What follows belongs to an exercise in optimizing a design on an open flow for small area and a short achievable clock period; a production flow would make more cautious choices. RTL that was checked went through simulation tests only; none was proved equivalent to the original. Power figures rest on the tool's default switching activity, not on a simulated workload.

==> 11-14: inputs <==
// riscv_core_ref
module riscv_core_ref (
input clk,
input rstn,
output [31:0] instr_mem_addr,
input  [31:0] instr_mem_rdata,
output [31:0] data_mem_addr,
output        data_mem_write,
output [31:0] data_mem_wdata,
input  [31:0] data_mem_rdata
);
==> flow/config.mk <==
export PLATFORM = sky130hd
export DESIGN_NAME = riscv_core_ref
export DESIGN_NICKNAME = riscv_core_ref
export VERILOG_FILES = /design/flow/design.v
export SDC_FILE = /design/flow/constraint.sdc
export NUM_CORES = 4
export LEC_CHECK = 0
export CAP_MARGIN = 20
export CORE_MARGIN = 2
export CORE_UTILIZATION = 45
export CTS_CLUSTER_DIAMETER = 80
export CTS_CLUSTER_SIZE = 20
export PLACE_DENSITY = 0.6
export SETUP_SLACK_MARGIN = 3.5
export SLEW_MARGIN = 20
export SYNTH_HIERARCHICAL = 1
==> flow/constraint.sdc <==
create_clock -name core_clock -period 12.0 [get_ports {clk}]
set_input_delay 2.4000 -clock core_clock [delete_from_list [all_inputs] [get_ports {clk}]]
set_output_delay 2.4000 -clock core_clock [all_outputs]
set_load 0.01 [all_outputs]
standard.sh (not shown) runs the stock make flow with config.mk's settings and CLKGATE_MAP_FILE= SYNTH_SCRIPT=/design/flow/synth_recipe.tcl, a recipe that flattens the netlist after the stock synthesis.
==> flow/flow/run.sh <==
#!/bin/bash
# Own layout flow: the standard synthesis unchanged, then the standard ORFS
# layout with the I/O port buffers made from buf_4 and the delay cells kept
# out of the resizer's choices.  Each step's output goes to its own log here.
set -euo pipefail
DU="sky130_fd_sc_hd__probe_p_8 sky130_fd_sc_hd__probec_p_8 sky130_fd_sc_hd__lpflow_bleeder_1 sky130_fd_sc_hd__lpflow_clkbufkapwr_1 sky130_fd_sc_hd__lpflow_clkbufkapwr_16 sky130_fd_sc_hd__lpflow_clkbufkapwr_2 sky130_fd_sc_hd__lpflow_clkbufkapwr_4 sky130_fd_sc_hd__lpflow_clkbufkapwr_8 sky130_fd_sc_hd__lpflow_clkinvkapwr_1 sky130_fd_sc_hd__lpflow_clkinvkapwr_16 sky130_fd_sc_hd__lpflow_clkinvkapwr_2 sky130_fd_sc_hd__lpflow_clkinvkapwr_4 sky130_fd_sc_hd__lpflow_clkinvkapwr_8 sky130_fd_sc_hd__lpflow_decapkapwr_12 sky130_fd_sc_hd__lpflow_decapkapwr_3 sky130_fd_sc_hd__lpflow_decapkapwr_4 sky130_fd_sc_hd__lpflow_decapkapwr_6 sky130_fd_sc_hd__lpflow_decapkapwr_8 sky130_fd_sc_hd__lpflow_inputiso0n_1 sky130_fd_sc_hd__lpflow_inputiso0p_1 sky130_fd_sc_hd__lpflow_inputiso1n_1 sky130_fd_sc_hd__lpflow_inputiso1p_1 sky130_fd_sc_hd__lpflow_inputisolatch_1 sky130_fd_sc_hd__lpflow_isobufsrc_1 sky130_fd_sc_hd__lpflow_isobufsrc_16 sky130_fd_sc_hd__lpflow_isobufsrc_2 sky130_fd_sc_hd__lpflow_isobufsrc_4 sky130_fd_sc_hd__lpflow_isobufsrc_8 sky130_fd_sc_hd__lpflow_isobufsrckapwr_16 sky130_fd_sc_hd__lpflow_lsbuf_lh_hl_isowell_tap_1 sky130_fd_sc_hd__lpflow_lsbuf_lh_hl_isowell_tap_2 sky130_fd_sc_hd__lpflow_lsbuf_lh_hl_isowell_tap_4 sky130_fd_sc_hd__lpflow_lsbuf_lh_isowell_4 sky130_fd_sc_hd__lpflow_lsbuf_lh_isowell_tap_1 sky130_fd_sc_hd__lpflow_lsbuf_lh_isowell_tap_2 sky130_fd_sc_hd__lpflow_lsbuf_lh_isowell_tap_4"
DU="$DU sky130_fd_sc_hd__clkdlybuf4s15_1 sky130_fd_sc_hd__clkdlybuf4s15_2 sky130_fd_sc_hd__clkdlybuf4s18_1 sky130_fd_sc_hd__clkdlybuf4s18_2 sky130_fd_sc_hd__clkdlybuf4s25_1 sky130_fd_sc_hd__clkdlybuf4s25_2 sky130_fd_sc_hd__clkdlybuf4s50_1 sky130_fd_sc_hd__clkdlybuf4s50_2 sky130_fd_sc_hd__dlygate4sd1_1 sky130_fd_sc_hd__dlygate4sd2_1 sky130_fd_sc_hd__dlygate4sd3_1 sky130_fd_sc_hd__dlymetal6s2s_1 sky130_fd_sc_hd__dlymetal6s4s_1 sky130_fd_sc_hd__dlymetal6s6s_1"
bash standard.sh synth > std_synth.log 2>&1
bash standard.sh "DONT_USE_CELLS=$DU" "BUFFER_PORTS_ARGS=-buffer_cell sky130_fd_sc_hd__buf_4" finish > std_layout.log 2>&1
==> inputs of 09-03, as changes to 11-14 <==
--- a/flow/design.v
+++ b/flow/design.v
@@ -35,13 +35,14 @@
 wire [31:0] s_im = {{21{sg}}, ins[30:25], ins[11:7]};
 wire [31:0] b_im = {{20{sg}}, ins[7], ins[30:25], ins[11:8], 1'b0};
 wire [31:0] u_im = {ins[31:12], 12'b0};
 wire [31:0] j_im = {{12{sg}}, ins[19:12], ins[20], ins[30:21], 1'b0};
 reg  [31:0] rf [1:31];
 reg  [31:1] vld;
-wire [31:0] wdn;
+wire [31:0] wd;
+wire [31:0] wdn = ~wd;
 wire [3:0] pa_lo, pb_lo;
 wire [7:0] pa_hi, pb_hi;
 genvar gi, gj;
 generate
 for (gi = 0; gi < 4; gi = gi + 1) begin : g_plo
     assign pa_lo[gi] = (ra[1:0] == gi);
@@ -101,44 +102,42 @@
 for (gj = 0; gj < 32; gj = gj + 1) begin : g_bn
     c_xor2 u_x (.a(rsb_n[gj]), .b(do_sub), .y(bn_reg[gj]));
     c_mux2 u_m (.d0(bn_reg[gj]), .d1(bn_imm[gj]), .s(use_imm), .y(alu_bn[gj]));
 end
 endgenerate
 wire [31:0] x_and, x_or, x_xor;
-wire        c31;
-alu_add u_alu (.an(rsa_n), .bn(alu_bn), .ci(do_sub), .s(sum), .co(alu_co), .c31(c31),
+alu_add u_alu (.an(rsa_n), .bn(alu_bn), .ci(do_sub), .s(sum), .co(alu_co),
                .xg(x_and), .xt(x_or), .xp(x_xor));
-wire        lt1     = ~x_xor[31] & rsa[31];
-wire        lt0     = x_xor[31] | rsa[31];
-wire        ltu1    = ~x_or[31];
-wire        ltu0    = ~x_and[31];
-wire        lt      = c31 ? lt1 : lt0;
-wire        ltu     = c31 ? ltu1 : ltu0;
+wire        ltu     = ~alu_co;
+wire        lt      = (rsa[31] ^ opb[31]) ? rsa[31] : sum[31];
 wire        eq      = &x_xor;
 wire [4:0]  shamt   = opb[4:0];
 wire        sh_left = ~f3[2];
 wire        sh_fill = ins[30] & rsa[31];
 reg  [31:0] sh_in;
 integer m;
 always @(*) for (m = 0; m < 32; m = m + 1) sh_in[m] = sh_left ? rsa[31-m] : rsa[m];
 wire [31:0] sh_r    = $signed({sh_fill & ~sh_left, sh_in}) >>> shamt;
 reg  [31:0] sh_out;
 always @(*) for (m = 0; m < 32; m = m + 1) sh_out[m] = sh_left ? sh_r[31-m] : sh_r[m];
-wire br_c1  = f3[2] ? (f3[1] ? ltu1 : lt1) : eq;
-wire br_c0  = f3[2] ? (f3[1] ? ltu0 : lt0) : eq;
-wire taken1 = op_jal | (op_br & (br_c1 ^ f3[0]));
-wire taken0 = op_jal | (op_br & (br_c0 ^ f3[0]));
-wire [31:1] pc_oth = op_jalr ? ag[31:1] : pc4[31:1];
-wire [31:1] pc_n1  = taken1 ? pc_sum[31:1] : pc_oth;
-wire [31:1] pc_n0  = taken0 ? pc_sum[31:1] : pc_oth;
-wire [31:1] pc_nxt;
-generate
-for (gj = 1; gj < 32; gj = gj + 1) begin : g_pcn
-    c_mux2 u_m (.d0(pc_n0[gj]), .d1(pc_n1[gj]), .s(c31), .y(pc_nxt[gj]));
+reg [31:0] alu;
+always @(*) begin
+    case (f3)
+        3'b000: alu = sum;
+        3'b001: alu = sh_out;
+        3'b010: alu = {31'b0, lt};
+        3'b011: alu = {31'b0, ltu};
+        3'b100: alu = x_xor;
+        3'b101: alu = sh_out;
+        3'b110: alu = x_or;
+        default: alu = x_and;
+    endcase
 end
-endgenerate
+wire br_c  = f3[2] ? (f3[1] ? ltu : lt) : eq;
+wire taken = op_jal | (op_br & (br_c ^ f3[0]));
+wire [31:1] pc_nxt = op_jalr ? ag[31:1] : taken ? pc_sum[31:1] : pc4[31:1];
 always @(posedge clk or negedge rstn) begin
     if (!rstn) pc <= 31'b0;
     else       pc <= pc_nxt;
 end
 wire [1:0]  ab  = ag[1:0];
 wire [15:0] ldh = ab[1] ? data_mem_rdata[31:16] : data_mem_rdata[15:0];
@@ -148,36 +147,17 @@
     case (f3[1:0])
         2'b00:   ld = {{24{ldb[7] & ~f3[2]}}, ldb};
         2'b01:   ld = {{16{ldh[15] & ~f3[2]}}, ldh};
         default: ld = data_mem_rdata;
     endcase
 end
-wire        wb_alu  = ~(op_load | op_lui | op_auipc | op_link);
-wire        s_sum   = wb_alu & (f3 == 3'b000);
-wire        s_sh    = wb_alu & (f3[1:0] == 2'b01);
-reg  [31:0] alu_rest;
-always @(*) begin
-    case (f3)
-        3'b010:  alu_rest = {31'b0, lt};
-        3'b011:  alu_rest = {31'b0, ltu};
-        3'b100:  alu_rest = x_xor;
-        3'b110:  alu_rest = x_or;
-        3'b111:  alu_rest = x_and;
-        default: alu_rest = 32'b0;
-    endcase
-end
-wire [31:0] wb_rest = op_load  ? ld :
-                      op_lui   ? u_im :
-                      op_auipc ? pc_sum :
-                      op_link  ? pc4 :
-                                 alu_rest;
-generate
-for (gj = 0; gj < 32; gj = gj + 1) begin : g_wb
-    c_a221oi u_w (.a1(sum[gj]), .a2(s_sum), .b1(sh_out[gj]), .b2(s_sh), .c1(wb_rest[gj]), .y(wdn[gj]));
-end
-endgenerate
+assign wd = op_load  ? ld :
+            op_lui   ? u_im :
+            op_auipc ? pc_sum :
+            op_link  ? pc4 :
+                       alu;
 reg [3:0] wm_tt [0:3];
 integer v, kk;
 reg [1:0] abv;
 always @(*) begin
     for (kk = 0; kk < 4; kk = kk + 1) begin
         for (v = 0; v < 4; v = v + 1) begin
@@ -974,13 +954,13 @@
 assign s[27] = s357;
 assign s[28] = s358;
 assign s[29] = s359;
 assign s[30] = s360;
 assign s[31] = s361;
 endmodule
-module alu_add (input [31:0] an, input [31:0] bn, input ci, output [31:0] s, output co, output c31, output [31:0] xg, output [31:0] xt, output [31:0] xp);
+module alu_add (input [31:0] an, input [31:0] bn, input ci, output [31:0] s, output co, output [31:0] xg, output [31:0] xt, output [31:0] xp);
 wire n1;
 wire n2;
 wire n3;
 wire n4;
 wire n5;
 wire n6;
@@ -1349,13 +1329,12 @@
 wire s369;
 wire s370;
 wire s371;
 wire s372;
 wire s373;
 wire s374;
-wire n375;
 c_nor2 u0 (.a(an[0]), .b(bn[0]), .y(n1));
 c_nand2 u1 (.a(an[0]), .b(bn[0]), .y(n2));
 c_xor2 u2 (.a(an[0]), .b(bn[0]), .y(n3));
 c_nor2 u3 (.a(an[1]), .b(bn[1]), .y(n4));
 c_nand2 u4 (.a(an[1]), .b(bn[1]), .y(n5));
 c_xor2 u5 (.a(an[1]), .b(bn[1]), .y(n6));
@@ -1724,13 +1703,12 @@
 c_xnor2 u368 (.a(n81), .b(n334), .y(s369));
 c_xnor2 u369 (.a(n84), .b(n335), .y(s370));
 c_xnor2 u370 (.a(n87), .b(n336), .y(s371));
 c_xnor2 u371 (.a(n90), .b(n337), .y(s372));
 c_xnor2 u372 (.a(n93), .b(n338), .y(s373));
 c_xnor2 u373 (.a(n96), .b(n339), .y(s374));
-c_inv u374 (.a(n339), .y(n375));
 assign s[0] = s343;
 assign s[1] = s344;
 assign s[2] = s345;
 assign s[3] = s346;
 assign s[4] = s347;
 assign s[5] = s348;
@@ -1758,13 +1736,12 @@
 assign s[27] = s370;
 assign s[28] = s371;
 assign s[29] = s372;
 assign s[30] = s373;
 assign s[31] = s374;
 assign co = n342;
-assign c31 = n375;
 assign xg[0] = n1;
 assign xt[0] = n2;
 assign xp[0] = n3;
 assign xg[1] = n4;
 assign xt[1] = n5;
 assign xp[1] = n6;
@@ -2327,15 +2304,12 @@
 module c_o22ai (input a1, input a2, input b1, input b2, output y);
 assign y = ~((a1 | a2) & (b1 | b2));
 endmodule
 module c_xor2 (input a, input b, output y);
 assign y = a ^ b;
 endmodule
-module c_a221oi (input a1, input a2, input b1, input b2, input c1, output y);
-assign y = ~((a1 & a2) | (b1 & b2) | c1);
-endmodule
 module c_mux2 (input d0, input d1, input s, output y);
 assign y = s ? d1 : d0;
 endmodule
 module c_mux4 (input d0, input d1, input d2, input d3, input s0, input s1, output y);
 assign y = s1 ? (s0 ? d3 : d2) : (s0 ? d1 : d0);
 endmodule
Settings changed: SETUP_SLACK_MARGIN 3.5 to 4.2.
==> inputs of 09-07, as changes to 11-14 <==
--- a/flow/design.v
+++ b/flow/design.v
@@ -96,47 +96,55 @@
 wire [31:0] sum;
 wire        alu_co;
 wire [31:0] bn_imm = ~(i_im ^ {32{do_sub}});
 wire [31:0] bn_reg, alu_bn;
 generate
 for (gj = 0; gj < 32; gj = gj + 1) begin : g_bn
-    c_xor2 u_x (.a(rsb_n[gj]), .b(do_sub), .y(bn_reg[gj]));
-    c_mux2 u_m (.d0(bn_reg[gj]), .d1(bn_imm[gj]), .s(use_imm), .y(alu_bn[gj]));
+    c_xnor2 u_x (.a(rsb_n[gj]), .b(do_sub), .y(bn_reg[gj]));       
+    c_mux2i u_m (.d0(bn_reg[gj]), .d1(~bn_imm[gj]), .s(use_imm), .y(alu_bn[gj]));
 end
 endgenerate
 wire [31:0] x_and, x_or, x_xor;
 wire        c31;
 alu_add u_alu (.an(rsa_n), .bn(alu_bn), .ci(do_sub), .s(sum), .co(alu_co), .c31(c31),
                .xg(x_and), .xt(x_or), .xp(x_xor));
 wire        lt1     = ~x_xor[31] & rsa[31];
 wire        lt0     = x_xor[31] | rsa[31];
 wire        ltu1    = ~x_or[31];
 wire        ltu0    = ~x_and[31];
-wire        lt      = c31 ? lt1 : lt0;
-wire        ltu     = c31 ? ltu1 : ltu0;
 wire        eq      = &x_xor;
 wire [4:0]  shamt   = opb[4:0];
 wire        sh_left = ~f3[2];
 wire        sh_fill = ins[30] & rsa[31];
-reg  [31:0] sh_in;
-integer m;
-always @(*) for (m = 0; m < 32; m = m + 1) sh_in[m] = sh_left ? rsa[31-m] : rsa[m];
-wire [31:0] sh_r    = $signed({sh_fill & ~sh_left, sh_in}) >>> shamt;
-reg  [31:0] sh_out;
-always @(*) for (m = 0; m < 32; m = m + 1) sh_out[m] = sh_left ? sh_r[31-m] : sh_r[m];
+wire        sh_fp   = sh_fill & ~sh_left;        
+wire [31:0] sh_st [0:6];
+generate
+for (gj = 0; gj < 32; gj = gj + 1) begin : g_sh
+    c_mux2i u_r0 (.d0(rsa_n[gj]), .d1(rsa_n[31-gj]), .s(sh_left), .y(sh_st[0][gj]));
+    for (gi = 0; gi < 5; gi = gi + 1) begin : g_k
+        if (gj + (1 << gi) < 32) begin : g_in
+            c_mux2i u_s (.d0(sh_st[gi][gj]), .d1(sh_st[gi][gj + (1 << gi)]), .s(shamt[gi]), .y(sh_st[gi+1][gj]));
+        end else begin : g_fill
+            c_mux2i u_s (.d0(sh_st[gi][gj]), .d1((gi % 2 == 0) ? sh_fp : ~sh_fp), .s(shamt[gi]), .y(sh_st[gi+1][gj]));
+        end
+    end
+    c_mux2i u_r1 (.d0(sh_st[5][gj]), .d1(sh_st[5][31-gj]), .s(sh_left), .y(sh_st[6][gj]));
+end
+endgenerate
+wire [31:0] sh_out = sh_st[6];
 wire br_c1  = f3[2] ? (f3[1] ? ltu1 : lt1) : eq;
 wire br_c0  = f3[2] ? (f3[1] ? ltu0 : lt0) : eq;
 wire taken1 = op_jal | (op_br & (br_c1 ^ f3[0]));
 wire taken0 = op_jal | (op_br & (br_c0 ^ f3[0]));
+wire taken;
+c_mux2 u_tk (.d0(taken0), .d1(taken1), .s(c31), .y(taken));
 wire [31:1] pc_oth = op_jalr ? ag[31:1] : pc4[31:1];
-wire [31:1] pc_n1  = taken1 ? pc_sum[31:1] : pc_oth;
-wire [31:1] pc_n0  = taken0 ? pc_sum[31:1] : pc_oth;
 wire [31:1] pc_nxt;
 generate
 for (gj = 1; gj < 32; gj = gj + 1) begin : g_pcn
-    c_mux2 u_m (.d0(pc_n0[gj]), .d1(pc_n1[gj]), .s(c31), .y(pc_nxt[gj]));
+    c_mux2i u_m (.d0(~pc_oth[gj]), .d1(~pc_sum[gj]), .s(taken), .y(pc_nxt[gj]));
 end
 endgenerate
 always @(posedge clk or negedge rstn) begin
     if (!rstn) pc <= 31'b0;
     else       pc <= pc_nxt;
 end
@@ -151,31 +159,39 @@
         default: ld = data_mem_rdata;
     endcase
 end
 wire        wb_alu  = ~(op_load | op_lui | op_auipc | op_link);
 wire        s_sum   = wb_alu & (f3 == 3'b000);
 wire        s_sh    = wb_alu & (f3[1:0] == 2'b01);
-reg  [31:0] alu_rest;
-always @(*) begin
-    case (f3)
-        3'b010:  alu_rest = {31'b0, lt};
-        3'b011:  alu_rest = {31'b0, ltu};
-        3'b100:  alu_rest = x_xor;
-        3'b110:  alu_rest = x_or;
-        3'b111:  alu_rest = x_and;
-        default: alu_rest = 32'b0;
-    endcase
+wire        s_xor   = wb_alu & (f3 == 3'b100);
+wire        s_or    = wb_alu & (f3 == 3'b110);
+wire        s_and   = wb_alu & (f3 == 3'b111);
+wire [31:0] wb_early = op_lui   ? u_im :
+                       op_auipc ? pc_sum :
+                       op_link  ? pc4 : 32'b0;
+wire [31:0] wb_l1n, wb_l2n, wb_rest;
+generate
+for (gj = 0; gj < 32; gj = gj + 1) begin : g_wr
+    c_a222oi u_l1 (.a1(x_xor[gj]), .a2(s_xor), .b1(x_or[gj]), .b2(s_or), .c1(x_and[gj]), .c2(s_and), .y(wb_l1n[gj]));
+    c_a21oi  u_l2 (.a1(ld[gj]), .a2(op_load), .b1(wb_early[gj]), .y(wb_l2n[gj]));
+    c_nand2  u_r  (.a(wb_l1n[gj]), .b(wb_l2n[gj]), .y(wb_rest[gj]));
 end
-wire [31:0] wb_rest = op_load  ? ld :
-                      op_lui   ? u_im :
-                      op_auipc ? pc_sum :
-                      op_link  ? pc4 :
-                                 alu_rest;
+endgenerate
+wire        s_lt    = wb_alu & (f3 == 3'b010);
+wire        s_ltu   = wb_alu & (f3 == 3'b011);
+wire        rest0_1 = wb_rest[0] | (s_lt & lt1) | (s_ltu & ltu1);
+wire        rest0_0 = wb_rest[0] | (s_lt & lt0) | (s_ltu & ltu0);
+wire        rest0;
+c_mux2 u_r0 (.d0(rest0_0), .d1(rest0_1), .s(c31), .y(rest0));
 generate
 for (gj = 0; gj < 32; gj = gj + 1) begin : g_wb
-    c_a221oi u_w (.a1(sum[gj]), .a2(s_sum), .b1(sh_out[gj]), .b2(s_sh), .c1(wb_rest[gj]), .y(wdn[gj]));
+    if (gj == 0) begin : g_b0
+        c_a221oi u_w (.a1(sum[gj]), .a2(s_sum), .b1(sh_out[gj]), .b2(s_sh), .c1(rest0), .y(wdn[gj]));
+    end else begin : g_bn
+        c_a221oi u_w (.a1(sum[gj]), .a2(s_sum), .b1(sh_out[gj]), .b2(s_sh), .c1(wb_rest[gj]), .y(wdn[gj]));
+    end
 end
 endgenerate
 reg [3:0] wm_tt [0:3];
 integer v, kk;
 reg [1:0] abv;
 always @(*) begin
@@ -2327,15 +2343,21 @@
 module c_o22ai (input a1, input a2, input b1, input b2, output y);
 assign y = ~((a1 | a2) & (b1 | b2));
 endmodule
 module c_xor2 (input a, input b, output y);
 assign y = a ^ b;
 endmodule
+module c_a222oi (input a1, input a2, input b1, input b2, input c1, input c2, output y);
+assign y = ~((a1 & a2) | (b1 & b2) | (c1 & c2));
+endmodule
 module c_a221oi (input a1, input a2, input b1, input b2, input c1, output y);
 assign y = ~((a1 & a2) | (b1 & b2) | c1);
 endmodule
+module c_mux2i (input d0, input d1, input s, output y);
+assign y = ~(s ? d1 : d0);
+endmodule
 module c_mux2 (input d0, input d1, input s, output y);
 assign y = s ? d1 : d0;
 endmodule
 module c_mux4 (input d0, input d1, input d2, input d3, input s0, input s1, output y);
 assign y = s1 ? (s0 ? d3 : d2) : (s0 ? d1 : d0);
 endmodule
Settings changed: SETUP_SLACK_MARGIN 3.5 to 3.8.
==> notes <==
11-14 completed without violations. 09-07 completed without violations. 09-03 finished but fails on max-capacitance violations, max-slew violations. Maximum frequency, highest first: 09-03, 09-07, 11-14. Against 09-03, the routed wire length of 11-14 is smaller by 8.0%. The lowest sequential share of layout area belongs to 09-03, the highest to 11-14. First-iteration DRC count, lowest first: 11-14, 09-07, 09-03. Flip-flop and latch count is the same in 09-07 and 09-03. Between 09-07 and 09-03, the lower power is in 09-07 (gap 3.3%, measured against 09-03). Combinational power: 11-14 > 09-03 > 09-07. The lowest clock skew belongs to 09-07, the highest to 09-03. In 09-07 the design area is smaller than in 09-03, by 6.6%. Count of clock-buffer cells in the layout: 09-03 is lower than 09-07 (4).
The RTL of 09-03 was laid out without a check of its function.

==> re-timing with driven ports <==
How much do the figures lean on ideal ports? The routed layouts below were timed once more, with nothing changed but the port constraints.
Step 1 sets driving cells, clkbuf_16 on the clock port and buf_2 on the other inputs (assumed; they add their load-dependent delay and slew).
Step 2 adds t to the input delays and takes it off the output delays; t is the mean of the earliest and latest rising clock arrival at the registers after step 1. Input paths then give back, and output paths get back, about the clock's delay inside the block.
Slacks: ideal ports / drivers / drivers and shift; pairs: ideal ports / drivers.
run	t, ns	setup WS [ns]	worst setup path after step 2	latest minus earliest clock arrival (ns)	slew at the worst register clock pin (ns)
11-14	0.781	3.326 / 3.300 / 2.713	input to register	0.075 / 0.074	0.09 / 0.09
09-03	0.752	3.850 / 3.694 / 3.088	input to register	0.094 / 0.093	0.09 / 0.09
09-07	0.790	3.460 / 3.425 / 3.159	input to register	0.064 / 0.064	0.09 / 0.09
The setup slack of 09-03, which loses most, moves by -0.156 ns with the drivers and by -0.762 ns with both steps.
